Source: an optimization exercise on an open RTL-to-GDS flow (aim: small area and a short achievable clock period). Production flows keep margins and buffers that such runs may drop.
RTL that was checked went through simulation tests only; none was proved equivalent to the original.
Power figures rest on the tool's default switching activity, not on a simulated workload.

==> module FpAlign, before the edit <==
module FpAlign (
    input  [31:0] iA,
    input  [31:0] iB,
    output        oLs,
    output [7:0]  oLe,
    output [22:0] oLf,
    output [24:0] oSal,      
    output        oSticky,   
    output        oSub
);
    wire [7:0]  a_e = iA[30:23];
    wire [7:0]  b_e = iB[30:23];
    wire [7:0]  d_ab = a_e - b_e;
    wire [7:0]  d_ba = b_e - a_e;
    wire        e_gt, e_lt, f_gt, f_lt;
    FpGreater #(.W(8))  CE (.iA(a_e), .iB(b_e), .oGt(e_gt), .oLt(e_lt));
    FpGreater #(.W(23)) CF (.iA(iA[22:0]), .iB(iB[22:0]), .oGt(f_gt), .oLt(f_lt));
    wire        e_eq = !e_gt && !e_lt;
    wire        a_larger = e_eq ? f_gt : e_gt;
    wire [7:0]  d = e_gt ? d_ab : d_ba;
    wire [31:0] l = a_larger ? iA : iB;
    wire [22:0] s_f = a_larger ? iB[22:0] : iA[22:0];
    assign oLs  = l[31];
    assign oLe  = l[30:23];
    assign oLf  = l[22:0];
    assign oSub = iA[31] ^ iB[31];
    wire   sez = (a_e == 8'b0) || (b_e == 8'b0);
    wire [24:0] t0 = {1'b1, s_f, 1'b0};
    wire [24:0] t1 = d[0] ? {1'b0, t0[24:1]} : t0;
    wire [24:0] t2 = d[1] ? {2'b0, t1[24:2]} : t1;
    wire [24:0] t3 = d[2] ? {4'b0, t2[24:4]} : t2;
    wire [24:0] t4 = d[3] ? {8'b0, t3[24:8]} : t3;
    wire [24:0] t5 = d[4] ? {16'b0, t4[24:16]} : t4;
    wire        out_low = (d[0] & t0[0]) | (d[1] & |t1[1:0]) | (d[2] & |t2[3:0]) |
                          (d[3] & |t3[7:0]) | (d[4] & |t4[15:0]);
    wire        d_hi = (d[7:5] != 3'b0);
    assign oSal = (sez || d_hi) ? 25'b0 : t5;
    assign oSticky = !sez && (d_hi ? (d <= 8'd47) : out_low);
endmodule
==> module FpGreater, before the edit <==
module FpGreater #(parameter W = 31) (
    input  [W-1:0] iA,
    input  [W-1:0] iB,
    output         oGt,
    output         oLt
);
    localparam N = 1 << $clog2(W);
    wire [2*N-2:0] g, l;
    genvar i;
    generate
        for (i = 0; i < N; i = i + 1) begin : g_leaf
            if (i < W) begin : g_bit
                assign g[N-1+i] = iA[i] & ~iB[i];
                assign l[N-1+i] = ~iA[i] & iB[i];
            end else begin : g_pad
                assign g[N-1+i] = 1'b0;
                assign l[N-1+i] = 1'b0;
            end
        end
        for (i = N - 2; i >= 0; i = i - 1) begin : g_node
            assign g[i] = g[2*i+2] | (~l[2*i+2] & g[2*i+1]);
            assign l[i] = l[2*i+2] | (~g[2*i+2] & l[2*i+1]);
        end
    endgenerate
    assign oGt = g[0];
    assign oLt = l[0];
endmodule
export LEC_CHECK = 0
export ABC_AREA = 1
export CAP_MARGIN = 20
export CORE_MARGIN = 2
export CORE_UTILIZATION = 40
export SLEW_MARGIN = 20
create_clock -name core_clock -period 12.5 [get_ports {clk}]
standard.sh (not shown) runs the stock make flow with config.mk's settings and CLKGATE_MAP_FILE= SYNTH_SCRIPT=/design/flow/synth_recipe.tcl, a recipe that flattens the netlist after the stock synthesis.
==> flow/flow/run.sh <==
#!/bin/bash
# Standard synthesis and layout; the port buffers use plain buffers instead
# of the default delay cells, and timing repair aims for more setup slack.
set -euo pipefail
bash standard.sh BUFFER_PORTS_ARGS="-buffer_cell sky130_fd_sc_hd__buf_1" SETUP_SLACK_MARGIN=6.5 finish > standard.log 2>&1
==> next run, changes <==
--- a/flow/design.v
+++ b/flow/design.v
@@ -11,12 +11,10 @@
     wire [7:0]  a_e = iA[30:23];
     wire [7:0]  b_e = iB[30:23];
-    wire [7:0]  d_ab = a_e - b_e;
+    wire [8:0]  d_ab = {1'b0, a_e} - {1'b0, b_e};
     wire [7:0]  d_ba = b_e - a_e;
-    wire        e_gt, e_lt, f_gt, f_lt;
-    FpGreater #(.W(8))  CE (.iA(a_e), .iB(b_e), .oGt(e_gt), .oLt(e_lt));
-    FpGreater #(.W(23)) CF (.iA(iA[22:0]), .iB(iB[22:0]), .oGt(f_gt), .oLt(f_lt));
-    wire        e_eq = !e_gt && !e_lt;
-    wire        a_larger = e_eq ? f_gt : e_gt;
-    wire [7:0]  d = e_gt ? d_ab : d_ba;
+    wire        e_eq = (a_e == b_e);
+    wire        f_gt = iA[22:0] > iB[22:0];
+    wire        a_larger = e_eq ? f_gt : !d_ab[8];
+    wire [7:0]  d = d_ab[8] ? d_ba : d_ab[7:0];
     wire [31:0] l = a_larger ? iA : iB;
     wire [22:0] s_f = a_larger ? iB[22:0] : iA[22:0];
@@ -26,15 +24,14 @@
     assign oSub = iA[31] ^ iB[31];
     wire   sez = (a_e == 8'b0) || (b_e == 8'b0);
-    wire [24:0] t0 = {1'b1, s_f, 1'b0};
-    wire [24:0] t1 = d[0] ? {1'b0, t0[24:1]} : t0;
-    wire [24:0] t2 = d[1] ? {2'b0, t1[24:2]} : t1;
-    wire [24:0] t3 = d[2] ? {4'b0, t2[24:4]} : t2;
-    wire [24:0] t4 = d[3] ? {8'b0, t3[24:8]} : t3;
-    wire [24:0] t5 = d[4] ? {16'b0, t4[24:16]} : t4;
-    wire        out_low = (d[0] & t0[0]) | (d[1] & |t1[1:0]) | (d[2] & |t2[3:0]) |
-                          (d[3] & |t3[7:0]) | (d[4] & |t4[15:0]);
-    wire        d_hi = (d[7:5] != 3'b0);
-    assign oSal = (sez || d_hi) ? 25'b0 : t5;
-    assign oSticky = !sez && (d_hi ? (d <= 8'd47) : out_low);
+    wire [24:0] x = {1'b1, s_f, 1'b0};
+    assign oSal = (sez || d[7:5] != 3'b0) ? 25'b0 : (x >> d[4:0]);
+    wire [22:0] mask;
+    genvar i;
+    generate
+        for (i = 0; i < 23; i = i + 1) begin : g_mask
+            assign mask[i] = (d >= i + 2);
+        end
+    endgenerate
+    assign oSticky = !sez && (d <= 8'd47) && ((d >= 8'd25) || |(s_f & mask));
 endmodule
 module FpNorm (
@@ -65,31 +62,4 @@
                   (underflow || zero)  ? 32'b0 :
                   {iLs, e, frac};
-endmodule
-module FpGreater #(parameter W = 31) (
-    input  [W-1:0] iA,
-    input  [W-1:0] iB,
-    output         oGt,
-    output         oLt
-);
-    localparam N = 1 << $clog2(W);
-    wire [2*N-2:0] g, l;
-    genvar i;
-    generate
-        for (i = 0; i < N; i = i + 1) begin : g_leaf
-            if (i < W) begin : g_bit
-                assign g[N-1+i] = iA[i] & ~iB[i];
-                assign l[N-1+i] = ~iA[i] & iB[i];
-            end else begin : g_pad
-                assign g[N-1+i] = 1'b0;
-                assign l[N-1+i] = 1'b0;
-            end
-        end
-        for (i = N - 2; i >= 0; i = i - 1) begin : g_node
-            assign g[i] = g[2*i+2] | (~l[2*i+2] & g[2*i+1]);
-            assign l[i] = l[2*i+2] | (~g[2*i+2] & l[2*i+1]);
-        end
-    endgenerate
-    assign oGt = g[0];
-    assign oLt = l[0];
 endmodule
 `timescale 1ns/10ps
After rerunning: Power fell by 5.4%; first-iteration DRC count increases by 21%; via count increases by about 0.6%; hold slack is better by 0.016 ns; maximum frequency went up by about 1%; clock skew climbs by 0.0060 ns; setup slack is better by 0.060 ns; register-to-register slack gains 0.14 ns.
Only the layout flow was run in the first run of this note; the RTL was not checked for function there.

==> port drivers added, routing unchanged <==
In the flow no input, the clock included, has a driving cell. The finished layouts below were timed again as built, in two steps. Step 1 (the two cells are an assumption about what drives the block):
set clk [get_ports {clk}]
set_driving_cell -lib_cell sky130_fd_sc_hd__clkbuf_16 $clk
set_driving_cell -lib_cell sky130_fd_sc_hd__buf_2 [delete_from_list [all_inputs] $clk]
Step 2 moves the port delays by t, midway between the first and last clock arrival at a register: inputs arrive t later, outputs are due t later. That takes back most of the time a late clock gives input paths. Three values: no drivers, after step 1, after step 2; two values: the first two.
| run | t, ns | slack for setup (ns) | worst setup path at the end | latest minus earliest clock arrival (ns) | worst data-port slew with drivers (ns) |
|---|---|---|---|---|---|
| the first run | 0.385 | 6.717 / 6.736 / 6.351 | input to register | 0.010 / 0.009 | 0.04 |
| the second run | 0.395 | 6.777 / 6.799 / 6.404 | input to register | 0.016 / 0.016 | 0.03 |
After both steps every run listed still meets setup and hold. The setup slack of the second run, which loses most, moves by +0.022 ns with the drivers and by -0.373 ns with both steps.
